Source: an optimization exercise on an open RTL-to-GDS flow (aim: small area). Production flows keep margins and buffers that such runs may drop.
Where RTL was checked, it was by simulation tests only, not by an equivalence proof against the original.
No activity file was given, so power comes from the tool's default toggle rates.

==> flow/design.v <==
module stage23_encode_module (
    clk , rst_n ,
    original_data_1 , original_data_2 , original_data_3 ,
    message_en_in ,
    message_en_out ,
    packet_head_data_out ,
    length_fast_1_out , length_fast_2_out , length_fast_3_out ,
    message_fast_1_out , message_fast_2_out , message_fast_3_out ,
    packet_ETX_data_out
    );
    input          clk , rst_n , message_en_in ;
    input  [263:0] original_data_1 , original_data_2 , original_data_3 ;
    output         message_en_out ;
    output [119:0] packet_head_data_out ;
    output [7:0]   length_fast_1_out , length_fast_2_out , length_fast_3_out ;
    output [343:0] message_fast_1_out , message_fast_2_out , message_fast_3_out ;
    output [7:0]   packet_ETX_data_out ;
    reg         en1 ;
    reg [263:0] s1_d1 , s1_d2 , s1_d3 ;
    always @( posedge clk ) begin
        en1   <= rst_n & message_en_in ;
        s1_d1 <= original_data_1 ;
        s1_d2 <= original_data_2 ;
        s1_d3 <= original_data_3 ;
    end
    reg  [7:0]  dict_pid , dict_mc , dict_mt ;
    wire [23:0] eh1 , eh2 , eh3 ;
    wire        v1 , v2 , v3 ;
    hdr_eff #( .SLOT3 ( 0 ) ) he1 ( .d ( s1_d1 ) , .d2 ( s1_d2 ) , .eh ( eh1 ) , .valid ( v1 ) );
    hdr_eff #( .SLOT3 ( 0 ) ) he2 ( .d ( s1_d2 ) , .d2 ( s1_d2 ) , .eh ( eh2 ) , .valid ( v2 ) );
    hdr_eff #( .SLOT3 ( 1 ) ) he3 ( .d ( s1_d3 ) , .d2 ( s1_d2 ) , .eh ( eh3 ) , .valid ( v3 ) );
    wire [2:0] ne1 = { eh1[23:16] != dict_pid , eh1[15:8] != dict_mc , eh1[7:0] != dict_mt } ;
    wire [2:0] ne2 = { eh2[23:16] != dict_pid , eh2[15:8] != dict_mc , eh2[7:0] != dict_mt } ;
    wire [2:0] ne3 = { eh3[23:16] != dict_pid , eh3[15:8] != dict_mc , eh3[7:0] != dict_mt } ;
    always @( posedge clk ) begin
        if ( !rst_n )
            { dict_pid , dict_mc , dict_mt } <= 24'd0 ;
        else if ( en1 ) begin
            if ( v3 )
                { dict_pid , dict_mc , dict_mt } <= eh3 ;
            else if ( v2 )
                { dict_pid , dict_mc , dict_mt } <= eh2 ;
            else if ( v1 )
                { dict_pid , dict_mc , dict_mt } <= eh1 ;
        end
    end
    reg  [79:0] seq ;
    wire [9:0]  seq_all ;
    wire [10:0] seq_tg ;
    wire [79:0] seq_t ;
    assign seq_tg[0] = en1 ;
    genvar sg , si ;
    generate
        for ( sg = 0 ; sg < 10 ; sg = sg + 1 ) begin : gsq
            assign seq_all[sg]    = &seq[8 * sg + 7 : 8 * sg] ;
            assign seq_tg[sg + 1] = seq_tg[sg] & seq_all[sg] ;
            assign seq_t[8 * sg]  = seq_tg[sg] ;
            for ( si = 1 ; si < 8 ; si = si + 1 ) begin : gsb
                assign seq_t[8 * sg + si] = seq_t[8 * sg + si - 1] & seq[8 * sg + si - 1] ;
            end
        end
    endgenerate
    always @( posedge clk ) begin
        if ( !rst_n )
            seq <= { 80 { 1'b1 } } ;
        else
            seq <= seq ^ seq_t ;
    end
    reg         en2 ;
    reg [263:0] s2_d1 , s2_d2 , s2_d3 ;
    reg [2:0]   s2_ne1 , s2_ne2 , s2_ne3 ;
    reg [1:0]   s2_k1 , s2_k2 , s2_k3 ;       
    always @( posedge clk ) begin
        en2    <= rst_n & en1 ;
        s2_d1  <= s1_d1 ;
        s2_d2  <= s1_d2 ;
        s2_d3  <= s1_d3 ;
        s2_ne1 <= ne1 ;
        s2_ne2 <= ne2 ;
        s2_ne3 <= ne3 ;
        s2_k1  <= { 1'b0 , ne1[2] } + { 1'b0 , ne1[1] } + { 1'b0 , ne1[0] } ;
        s2_k2  <= { 1'b0 , ne2[2] } + { 1'b0 , ne2[1] } + { 1'b0 , ne2[0] } ;
        s2_k3  <= { 1'b0 , ne3[2] } + { 1'b0 , ne3[1] } + { 1'b0 , ne3[0] } ;
    end
    fast_slot #( .QUIRK ( 1 ) ) fs1 ( .d ( s2_d1 ) , .qd ( s2_d1 ) , .ne ( s2_ne1 ) , .k ( s2_k1 ) ,
                                      .msg ( message_fast_1_out ) , .len ( length_fast_1_out ) );
    fast_slot #( .QUIRK ( 0 ) ) fs2 ( .d ( s2_d2 ) , .qd ( s2_d2 ) , .ne ( s2_ne2 ) , .k ( s2_k2 ) ,
                                      .msg ( message_fast_2_out ) , .len ( length_fast_2_out ) );
    fast_slot #( .QUIRK ( 0 ) ) fs3 ( .d ( s2_d3 ) , .qd ( s2_d2 ) , .ne ( s2_ne3 ) , .k ( s2_k3 ) ,
                                      .msg ( message_fast_3_out ) , .len ( length_fast_3_out ) );
    wire [1:0] msg_count = { 1'b0 , s2_d1[255:248] != 8'd0 } +
                           { 1'b0 , s2_d2[255:248] != 8'd0 } +
                           { 1'b0 , s2_d3[255:248] != 8'd0 } ;
    assign message_en_out       = en2 ;
    assign packet_head_data_out = { 8'hAA , 8'h0F , seq , 16'h0000 , 6'b000000 , msg_count } ;
    assign packet_ETX_data_out  = 8'h55 ;
endmodule
module hdr_eff #( parameter SLOT3 = 0 ) ( d , d2 , eh , valid );
    input  [263:0] d , d2 ;
    output [23:0]  eh ;
    output         valid ;
    wire [7:0] c = d[255:248] ;
    wire [7:0] t = d[247:240] ;
    wire is_d = ( c == 8'h64 ) ;
    wire is_q = ( c == 8'h71 ) ;
    wire is_n = ( c == 8'h4e ) ;
    wire n_ok = ( t == 8'h4c ) | ( t == 8'h4d ) | ( t == 8'h4e ) | ( t == 8'h52 ) | ( t == 8'h53 ) ;
    assign valid = ( c == 8'h61 ) | is_d | ( c == 8'h6b ) | is_q | is_n ;
    wire zero = is_d | ( is_n & !n_ok ) ;
    wire [23:0] h = ( SLOT3 && is_q ) ? d2[263:240] : d[263:240] ;
    assign eh = zero ? 24'd0 : h ;
endmodule
module fast_slot #( parameter QUIRK = 0 ) ( d , qd , ne , k , msg , len );
    input  [263:0] d , qd ;
    input  [2:0]   ne ;
    input  [1:0]   k ;
    output [343:0] msg ;
    output [7:0]   len ;
    wire [7:0] P = d[263:256] ;
    wire [7:0] C = d[255:248] ;
    wire [7:0] T = d[247:240] ;
    wire is_a = ( C == 8'h61 ) ;
    wire is_d = ( C == 8'h64 ) ;
    wire is_k = ( C == 8'h6b ) ;
    wire is_q = ( C == 8'h71 ) ;
    wire is_n = ( C == 8'h4e ) ;
    wire n_lr = is_n & ( ( T == 8'h4c ) | ( T == 8'h52 ) ) ;
    wire n_m  = is_n & ( T == 8'h4d ) ;
    wire n_ns = is_n & ( ( T == 8'h4e ) | ( T == 8'h53 ) ) ;
    wire fam  = is_a | is_k | n_lr | n_m | n_ns ;    
    wire nonq = fam | is_d ;
    wire [5:0] base = is_a ? 6'd28 : is_k ? 6'd32 : ( is_d | is_q ) ? 6'd19 :
                      n_lr ? 6'd2 : n_m ? 6'd6 : n_ns ? 6'd10 : 6'd0 ;
    assign len = { 2'b00 , base } + { 6'd0 , ( nonq | is_q ) ? k : 2'd0 } ;
    wire [7:0] g2 = ne[0] ? T : ne[1] ? C : P ;
    wire [7:0] g1 = ( ne[0] & ne[1] ) ? C : P ;
    wire [7:0] g0 = P ;
    wire [135:0] dbody = { d[262:240] , 8'h00 , d[239:231] , d[222:200] , 8'h00 , d[199:135] } ;
    wire [7:0] y [0:37] ;
    genvar mi ;
    generate
        for ( mi = 0 ; mi <= 34 ; mi = mi + 1 ) begin : gy
            localparam integer m = mi - 2 ;
            wire [7:0] fv , dv , qv ;
            wire       fs , ds , qs ;
            if ( m < 0 ) begin : neg
                assign fv = 8'h00 ; assign fs = 1'b0 ;
            end else if ( m < 3 ) begin : hdr
                assign fv = ( m == 0 ) ? g0 : ( m == 1 ) ? g1 : g2 ;
                assign fs = fam ;
            end else begin : body
                assign fv = d[239 - 8 * ( m - 3 ) -: 8] ;
                assign fs = fam & ( base >= m ) ;
            end
            if ( m >= 3 && m <= 19 ) begin : dd
                assign dv = dbody[135 - 8 * ( m - 3 ) -: 8] ;
                assign ds = is_d ;
            end else begin : nd
                assign dv = 8'h00 ; assign ds = 1'b0 ;
            end
            if ( m <= 8 ) begin : qq
                assign qv = qd[239 - 8 * ( m + 8 ) -: 8] ;
                assign qs = ( m < 0 ) ? 1'b1 : is_q ;
            end else begin : nq
                assign qv = 8'h00 ; assign qs = 1'b0 ;
            end
            assign y[mi] = ( { 8 { fs } } & fv ) | ( { 8 { ds } } & dv ) | ( { 8 { qs } } & qv ) ;
        end
    endgenerate
    assign y[35] = 8'h00 ;
    assign y[36] = 8'h00 ;
    assign y[37] = 8'h00 ;
    wire [7:0] z [0:37] ;    
    genvar j ;
    generate
        for ( j = 0 ; j <= 37 ; j = j + 1 ) begin : gz
            if ( j == 0 ) begin : z0
                assign z[j] = k[0] ? 8'h00 : y[j] ;
            end else begin : zn
                assign z[j] = k[0] ? y[j - 1] : y[j] ;
            end
        end
    endgenerate
    wire [7:0] o [0:34] ;
    generate
        for ( j = 0 ; j <= 34 ; j = j + 1 ) begin : go
            wire [7:0] sh = k[1] ? z[j + 1] : z[j + 3] ;
            if ( j == 0 ) begin : pm0
                assign o[j] = is_q ? sh : { nonq , ~ne[2] & nonq , ~ne[1] & nonq , ~ne[0] & nonq , 4'b0000 } ;
            end else if ( j == 1 ) begin : pm1
                assign o[j] = is_q ? sh : 8'h00 ;
            end else begin : rest
                assign o[j] = sh ;
            end
        end
    endgenerate
    wire [343:0] norm ;
    generate
        for ( j = 0 ; j <= 34 ; j = j + 1 ) begin : gm
            assign norm[343 - 8 * j -: 8] = o[j] ;
        end
    endgenerate
    assign norm[63:0] = 64'd0 ;
    wire quirk = ( QUIRK != 0 ) & n_lr & ( ne == 3'b011 ) ;
    assign msg = quirk ? { 7'b0 , C , T , 321'b0 } : norm ;
endmodule
==> flow/config.mk <==
export PLATFORM = sky130hd
export DESIGN_NAME = stage23_encode_module
export DESIGN_NICKNAME = stage23_encode_module
export VERILOG_FILES = /design/flow/design.v
export SDC_FILE = /design/flow/constraint.sdc
export NUM_CORES = 8
export LEC_CHECK = 0
export CAP_MARGIN = 20
export CORE_AREA = 5 5 715 715
export CTS_BUF_LIST = sky130_fd_sc_hd__clkbuf_16
export CTS_CLUSTER_DIAMETER = 100
export CTS_CLUSTER_SIZE = 20
export DIE_AREA = 0 0 720 720
export SLEW_MARGIN = 20
==> flow/constraint.sdc <==
create_clock -name core_clock -period 7.0 [get_ports {clk}]
set_input_delay 1.4000 -clock core_clock [delete_from_list [all_inputs] [get_ports {clk}]]
set_output_delay 1.4000 -clock core_clock [all_outputs]
set_load 0.01 [all_outputs]
standard.sh (not shown) runs the stock make flow with config.mk's settings and CLKGATE_MAP_FILE= SYNTH_SCRIPT=/design/flow/synth_recipe.tcl, a recipe that flattens the netlist after the stock synthesis.
==> flow/flow/run.sh <==
#!/bin/bash
# Own layout flow: the standard flow, except that
#  - synthesis maps with an area-oriented ABC script (same Yosys passes and registers otherwise),
#  - the port buffers are the smallest buffer cell.
set -euo pipefail
W=$(pwd)
F=$W/flow

# ORFS's synth.tcl with the ABC call replaced
sed -e 's|log_cmd abc {\*}\$abc_args|log_cmd abc -script $::env(OWN_ABC_SCRIPT) {*}$lib_args {*}$lib_dont_use_args|' \
    "$FLOW_HOME/scripts/synth.tcl" > "$W/own_synth.tcl"
grep -q 'OWN_ABC_SCRIPT' "$W/own_synth.tcl"
export OWN_SYNTH_TCL=$W/own_synth.tcl
export OWN_ABC_SCRIPT=$F/abc_area.script

bash standard.sh SYNTH_SCRIPT="$F/synth_wrap.tcl" synth > "$W/own_synth.log" 2>&1
bash standard.sh BUFFER_PORTS_ARGS="-buffer_cell sky130_fd_sc_hd__buf_1" finish > "$W/own_layout.log" 2>&1
test -s out/final.def
==> flow/flow/abc_area.script <==
strash
dc2
dch -f
amap
==> flow/flow/synth_wrap.tcl <==
proc synth {args} { yosys synth -nofsm -noshare {*}$args }
source $::env(OWN_SYNTH_TCL)
# left out here: clear keep_hierarchy, flatten, clean up, hide names made inside functions, write 1_2_yosys.v
The starting point completed with no timing, DRC or antenna violations.
==> next run, changes <==
--- a/flow/design.v
+++ b/flow/design.v
@@ -43,29 +43,14 @@
             else if ( v1 )
                 { dict_pid , dict_mc , dict_mt } <= eh1 ;
         end
     end
-    reg  [79:0] seq ;
-    wire [9:0]  seq_all ;
-    wire [10:0] seq_tg ;
-    wire [79:0] seq_t ;
-    assign seq_tg[0] = en1 ;
-    genvar sg , si ;
-    generate
-        for ( sg = 0 ; sg < 10 ; sg = sg + 1 ) begin : gsq
-            assign seq_all[sg]    = &seq[8 * sg + 7 : 8 * sg] ;
-            assign seq_tg[sg + 1] = seq_tg[sg] & seq_all[sg] ;
-            assign seq_t[8 * sg]  = seq_tg[sg] ;
-            for ( si = 1 ; si < 8 ; si = si + 1 ) begin : gsb
-                assign seq_t[8 * sg + si] = seq_t[8 * sg + si - 1] & seq[8 * sg + si - 1] ;
-            end
-        end
-    endgenerate
+    reg [79:0] seq ;
     always @( posedge clk ) begin
         if ( !rst_n )
             seq <= { 80 { 1'b1 } } ;
-        else
-            seq <= seq ^ seq_t ;
+        else if ( en1 )
+            seq <= seq + 80'd1 ;
     end
     reg         en2 ;
     reg [263:0] s2_d1 , s2_d2 , s2_d3 ;
     reg [2:0]   s2_ne1 , s2_ne2 , s2_ne3 ;
Non-clock buffer count decreases by 45; final area decreases by 3.7%; synthesized cell count increases by 5.0%; combinational power increases by 25%; worst setup slack gets worse by 150 ps; worst hold slack gets worse by 11 ps; maximum frequency decreases by 2.2%; die area is unchanged; clock skew increases by 73 ps; power decreases by 2.7%; final cell count increases by 1.3%.


run K:
Another version of the RTL of stage23_encode_module (not shown whole).
For scale: ~5600 cells after synthesis.
## stage23_encode_module
module stage23_encode_module (
    clk , rst_n ,
    original_data_1 , original_data_2 , original_data_3 ,
    message_en_in ,
    message_en_out ,
    packet_head_data_out ,
    length_fast_1_out , length_fast_2_out , length_fast_3_out ,
    message_fast_1_out , message_fast_2_out , message_fast_3_out ,
    packet_ETX_data_out
    );
    input          clk , rst_n , message_en_in ;
    input  [263:0] original_data_1 , original_data_2 , original_data_3 ;
    output         message_en_out ;
    output [119:0] packet_head_data_out ;
    output [7:0]   length_fast_1_out , length_fast_2_out , length_fast_3_out ;
    output [343:0] message_fast_1_out , message_fast_2_out , message_fast_3_out ;
    output [7:0]   packet_ETX_data_out ;
    reg         en1 ;
    reg [263:0] s1_d1 , s1_d2 , s1_d3 ;
    always @( posedge clk ) begin
        en1   <= rst_n & message_en_in ;
        s1_d1 <= original_data_1 ;
        s1_d2 <= original_data_2 ;
        s1_d3 <= original_data_3 ;
    end
    reg  [7:0]  dict_pid , dict_mc , dict_mt ;
    wire [23:0] eh1 , eh2 , eh3 ;
    wire        v1 , v2 , v3 ;
    hdr_eff #( .SLOT3 ( 0 ) ) he1 ( .d ( s1_d1 ) , .d2 ( s1_d2 ) , .eh ( eh1 ) , .valid ( v1 ) );
    hdr_eff #( .SLOT3 ( 0 ) ) he2 ( .d ( s1_d2 ) , .d2 ( s1_d2 ) , .eh ( eh2 ) , .valid ( v2 ) );
    hdr_eff #( .SLOT3 ( 1 ) ) he3 ( .d ( s1_d3 ) , .d2 ( s1_d2 ) , .eh ( eh3 ) , .valid ( v3 ) );
    wire [2:0] ne1 = { eh1[23:16] != dict_pid , eh1[15:8] != dict_mc , eh1[7:0] != dict_mt } ;
  ...
==> module fast_slot, before the edit <==
module fast_slot #( parameter QUIRK = 0 ) ( d , qd , ne , k , msg , len );
    input  [263:0] d , qd ;
    input  [2:0]   ne ;
    input  [1:0]   k ;
    output [343:0] msg ;
    output [7:0]   len ;
    wire [7:0] P = d[263:256] ;
    wire [7:0] C = d[255:248] ;
    wire [7:0] T = d[247:240] ;
    wire is_a = ( C == 8'h61 ) ;
    wire is_d = ( C == 8'h64 ) ;
    wire is_k = ( C == 8'h6b ) ;
    wire is_q = ( C == 8'h71 ) ;
    wire is_n = ( C == 8'h4e ) ;
    wire n_lr = is_n & ( ( T == 8'h4c ) | ( T == 8'h52 ) ) ;
    wire n_m  = is_n & ( T == 8'h4d ) ;
    wire n_ns = is_n & ( ( T == 8'h4e ) | ( T == 8'h53 ) ) ;
    wire fam  = is_a | is_k | n_lr | n_m | n_ns ;    
    wire nonq = fam | is_d ;
    wire [5:0] base = is_a ? 6'd28 : is_k ? 6'd32 : ( is_d | is_q ) ? 6'd19 :
                      n_lr ? 6'd2 : n_m ? 6'd6 : n_ns ? 6'd10 : 6'd0 ;
    assign len = { 2'b00 , base } + { 6'd0 , ( nonq | is_q ) ? k : 2'd0 } ;
    wire k_ge1 = k[0] | k[1] ;
    wire k_ge2 = k[1] ;
    wire k_eq3 = k[0] & k[1] ;
    function lt ;
        input integer jj , b ;
        input         c ;
        begin
            if ( jj < b )          lt = c ;
            else if ( jj == b )     lt = c & k_ge1 ;
            else if ( jj == b + 1 ) lt = c & k_ge2 ;
            else if ( jj == b + 2 ) lt = c & k_eq3 ;
            else                    lt = 1'b0 ;
        end
    endfunction
    wire [7:0] g2 = ne[0] ? T : ne[1] ? C : P ;
    wire [7:0] g1 = ( ne[0] & ne[1] ) ? C : P ;
    wire [7:0] g0 = P ;
    wire [135:0] dbody = { d[262:240] , 8'h00 , d[239:231] , d[222:200] , 8'h00 , d[199:135] } ;
    wire [7:0] y [0:37] ;
    genvar mi ;
    generate
        for ( mi = 0 ; mi <= 34 ; mi = mi + 1 ) begin : gy
            localparam integer m = mi - 2 ;
            wire [7:0] fv = ( m == 0 ) ? g0 : ( m == 1 ) ? g1 : ( m == 2 ) ? g2 :
                            ( m >= 3 ) ? d[239 - 8 * ( m - 3 ) -: 8] : 8'h00 ;
            wire [7:0] dv = ( m >= 3 && m <= 19 ) ? dbody[135 - 8 * ( m - 3 ) -: 8] : 8'h00 ;
            wire [7:0] qv = ( m <= 8 ) ? qd[239 - 8 * ( m + 8 ) -: 8] : 8'h00 ;
            if ( m < 0 ) begin : yq
                assign y[mi] = qv ;
            end else if ( m <= 8 ) begin : yqdf
                wire fsel = ~is_q & ~is_d ;
                assign y[mi] = ( { 8 { is_q } } & qv ) | ( { 8 { is_d } } & dv ) | ( { 8 { fsel } } & fv ) ;
            end else if ( m <= 19 ) begin : ydf
                assign y[mi] = is_d ? dv : fv ;
            end else begin : yf
                assign y[mi] = fv ;
            end
        end
    endgenerate
    assign y[35] = 8'h00 ;
    assign y[36] = 8'h00 ;
    assign y[37] = 8'h00 ;
    wire [7:0] z [0:37] ;
    genvar j ;
    generate
        for ( j = 0 ; j <= 37 ; j = j + 1 ) begin : gz
            if ( j == 0 ) begin : z0
                assign z[j] = k[0] ? 8'h00 : y[j] ;
            end else begin : zn
                assign z[j] = k[0] ? y[j - 1] : y[j] ;
            end
        end
    endgenerate
    wire quirk = ( QUIRK != 0 ) & n_lr & ( ne == 3'b011 ) ;
    wire pm    = nonq & ~quirk ;
    wire c_lr = n_lr & ~quirk ;
    wire [7:0] o [0:34] ;
    generate
        for ( j = 0 ; j <= 34 ; j = j + 1 ) begin : go
            wire gj = lt ( j , 28 , is_a ) | lt ( j , 32 , is_k ) | lt ( j , 19 , is_d ) |
                      lt ( j , 8 , is_q ) | lt ( j , 2 , c_lr ) | lt ( j , 6 , n_m ) |
                      lt ( j , 10 , n_ns ) ;
            wire       sa = gj & k[1] , sb = gj & ~k[1] ;
            wire [7:0] sh = ( { 8 { sa } } & z[j + 1] ) | ( { 8 { sb } } & z[j + 3] ) ;
            if ( j == 0 ) begin : pm0
                assign o[j] = is_q ? sh : { pm , ~ne[2] & pm , ~ne[1] & pm , ~ne[0] & pm , 4'b0000 } ;
            end else if ( j == 1 ) begin : pm1
                assign o[j] = is_q ? sh : 8'h00 ;
            end else begin : rest
                assign o[j] = sh ;
            end
        end
    endgenerate
    wire [343:0] norm ;
    generate
        for ( j = 0 ; j <= 34 ; j = j + 1 ) begin : gm
            assign norm[343 - 8 * j -: 8] = o[j] ;
        end
    endgenerate
    assign norm[63:0] = 64'd0 ;
    assign msg = norm | { 7'b0 , { 16 { quirk } } & { C , T } , 321'b0 } ;
endmodule
Settings: LEC_CHECK=0, CAP_MARGIN=20, CORE_AREA=5 5 1095 255, DIE_AREA=0 0 1100 260, SLEW_MARGIN=20; clock period 7.0 ns.
==> flow/flow/run.sh <==
#!/bin/bash
# Own layout flow: the standard flow (standard.sh), except that
#  - synthesis maps with an area-oriented ABC script and without ORFS's adder
#    extraction (same Yosys passes, registers and names otherwise),
#  - the port buffers are the smallest buffer cell,
#  - clock tree synthesis uses no dummy loads.
set -euo pipefail
W=$(pwd)
F=$W/flow

# ORFS's synth.tcl with the ABC call replaced
sed -e 's|log_cmd abc {\*}\$abc_args|log_cmd abc -script $::env(OWN_ABC_SCRIPT) {*}$lib_args {*}$lib_dont_use_args|' \
    "$FLOW_HOME/scripts/synth.tcl" > "$W/own_synth.tcl"
grep -q 'OWN_ABC_SCRIPT' "$W/own_synth.tcl"
export OWN_SYNTH_TCL=$W/own_synth.tcl
export OWN_ABC_SCRIPT=$F/abc_area.script

bash standard.sh SYNTH_SCRIPT="$F/synth_wrap.tcl" ADDER_MAP_FILE= SYNTH_INSBUF=0 synth > "$W/own_synth.log" 2>&1

CTS="-sink_clustering_enable -repair_clock_nets -sink_clustering_size 20 -sink_clustering_max_diameter 60"
CTS="$CTS -buf_list sky130_fd_sc_hd__clkbuf_16 -dont_use_dummy_load"
bash standard.sh BUFFER_PORTS_ARGS="-buffer_cell sky130_fd_sc_hd__buf_1" CTS_ARGS="$CTS" finish > "$W/own_layout.log" 2>&1
test -s out/final.def
Scripts as last shown in full above: flow/flow/abc_area.script, flow/flow/synth_wrap.tcl
### run K -> run R
==> flow/design.v, changed modules only <==
module fast_slot #( parameter QUIRK = 0 ) ( d , qd , ne , k , msg , len );
    input  [263:0] d , qd ;
    input  [2:0]   ne ;
    input  [1:0]   k ;
    output [343:0] msg ;
    output [7:0]   len ;
    wire [7:0] P = d[263:256] ;
    wire [7:0] C = d[255:248] ;
    wire [7:0] T = d[247:240] ;
    wire is_a = ( C == 8'h61 ) ;
    wire is_d = ( C == 8'h64 ) ;
    wire is_k = ( C == 8'h6b ) ;
    wire is_q = ( C == 8'h71 ) ;
    wire is_n = ( C == 8'h4e ) ;
    wire n_lr = is_n & ( ( T == 8'h4c ) | ( T == 8'h52 ) ) ;
    wire n_m  = is_n & ( T == 8'h4d ) ;
    wire n_ns = is_n & ( ( T == 8'h4e ) | ( T == 8'h53 ) ) ;
    wire fam  = is_a | is_k | n_lr | n_m | n_ns ;    
    wire nonq = fam | is_d ;
    wire [5:0] base = is_a ? 6'd28 : is_k ? 6'd32 : ( is_d | is_q ) ? 6'd19 :
                      n_lr ? 6'd2 : n_m ? 6'd6 : n_ns ? 6'd10 : 6'd0 ;
    assign len = { 2'b00 , base } + { 6'd0 , ( nonq | is_q ) ? k : 2'd0 } ;
    wire [7:0] g2 = ne[0] ? T : ne[1] ? C : P ;
    wire [7:0] g1 = ( ne[0] & ne[1] ) ? C : P ;
    wire [7:0] g0 = P ;
    wire [135:0] dbody = { d[262:240] , 8'h00 , d[239:231] , d[222:200] , 8'h00 , d[199:135] } ;
    wire [7:0] y [0:37] ;
    genvar mi ;
    generate
        for ( mi = 0 ; mi <= 34 ; mi = mi + 1 ) begin : gy
            localparam integer m = mi - 2 ;
            wire [7:0] fv = ( m == 0 ) ? g0 : ( m == 1 ) ? g1 : ( m == 2 ) ? g2 :
                            ( m >= 3 ) ? d[239 - 8 * ( m - 3 ) -: 8] : 8'h00 ;
            wire [7:0] dv = ( m >= 3 && m <= 19 ) ? dbody[135 - 8 * ( m - 3 ) -: 8] : 8'h00 ;
            wire [7:0] qv = ( m <= 8 ) ? qd[239 - 8 * ( m + 8 ) -: 8] : 8'h00 ;
            if ( m < 0 ) begin : yq
                assign y[mi] = qv ;
            end else if ( m <= 8 ) begin : yqdf
                wire fsel = ~is_q & ~is_d ;
                assign y[mi] = ( { 8 { is_q } } & qv ) | ( { 8 { is_d } } & dv ) | ( { 8 { fsel } } & fv ) ;
            end else if ( m <= 19 ) begin : ydf
                assign y[mi] = is_d ? dv : fv ;
            end else begin : yf
                assign y[mi] = fv ;
            end
        end
    endgenerate
    assign y[35] = 8'h00 ;
    assign y[36] = 8'h00 ;
    assign y[37] = 8'h00 ;
    wire [7:0] z [0:37] ;
    genvar j ;
    generate
        for ( j = 0 ; j <= 37 ; j = j + 1 ) begin : gz
            if ( j == 0 ) begin : z0
                assign z[j] = k[0] ? 8'h00 : y[j] ;
            end else begin : zn
                assign z[j] = k[0] ? y[j - 1] : y[j] ;
            end
        end
    endgenerate
    wire quirk = ( QUIRK != 0 ) & n_lr & ( ne == 3'b011 ) ;
    wire pm    = nonq & ~quirk ;
    wire [5:0] lim = quirk ? 6'd0 : is_q ? { 4'd0 , k } + 6'd8 : len[5:0] ;
    wire [7:0] o [0:34] ;
    generate
        for ( j = 0 ; j <= 34 ; j = j + 1 ) begin : go
            wire       gj = ( lim > j ) ;
            wire       sa = gj & k[1] , sb = gj & ~k[1] ;
            wire [7:0] sh = ( { 8 { sa } } & z[j + 1] ) | ( { 8 { sb } } & z[j + 3] ) ;
            if ( j == 0 ) begin : pm0
                assign o[j] = is_q ? sh : { pm , ~ne[2] & pm , ~ne[1] & pm , ~ne[0] & pm , 4'b0000 } ;
            end else if ( j == 1 ) begin : pm1
                assign o[j] = is_q ? sh : 8'h00 ;
            end else begin : rest
                assign o[j] = sh ;
            end
        end
    endgenerate
    wire [343:0] norm ;
    generate
        for ( j = 0 ; j <= 34 ; j = j + 1 ) begin : gm
            assign norm[343 - 8 * j -: 8] = o[j] ;
        end
    endgenerate
    assign norm[63:0] = 64'd0 ;
    assign msg = norm | { 7'b0 , { 16 { quirk } } & { C , T } , 321'b0 } ;
endmodule
Notes after the runs:
Comparing run R and run K, the higher combinational cell power was measured on run R.
Compared with run K, in run R met1 routing resource usage after global routing climbed 4.2 points; leakage component of the power up about 0.9%; share of final-layout standard cells stronger than drive strength 1 rose by 1.3 points; biggest cell delay along the critical path lost 0.02 ns; per-cell via count in the routed design went up by 0.069.
[compare] base=run K new=run R: final critical-path share of the clock period has increased; core utilization of the finished layout rose by 0.29 points.
Routed wire length came out higher on run R than on run K.
Run R ends up with a routed wire length on met2 that is 7700 um higher than in run K.
Post-route cell area in run R vs run K: up 790 sq um
Looking at power, run R sits 0.40 mW above run K.
For the clock skew after layout, run R came in 0.0043 ns lower than run K did.
Going from run K to run R, global-route wire length before repair grows by 5.7%.
For run R, only the layout was checked, not whether the RTL still works.

afterwards: timing with drivers on the ports:
The flow's constraints put no driver on any port. The routed layouts listed below were extracted and timed again, unchanged, in two steps.
Step 1 sets driving cells, clkbuf_16 on the clock port and buf_2 on the other inputs (assumed; they add their load-dependent delay and slew).
Step 2 moves the port delays by t, midway between the first and last clock arrival at a register: inputs arrive t later, outputs are due t later. That takes back most of the time a late clock gives input paths.
Three values: no drivers, after step 1, after step 2; two values: the first two.
run	shift t [ns]	setup slack, ns	cell pins on the clock port's net
the first run of note 1	0.918	0.353 / 0.259 / 1.178	1
the second run of note 1	0.990	0.204 / 0.090 / 1.080	1
run K	0.781	0.372 / 0.308 / 1.089	1
run R	0.856	0.241 / 0.133 / 0.989	1
After both steps setup and hold are still met in every run listed.
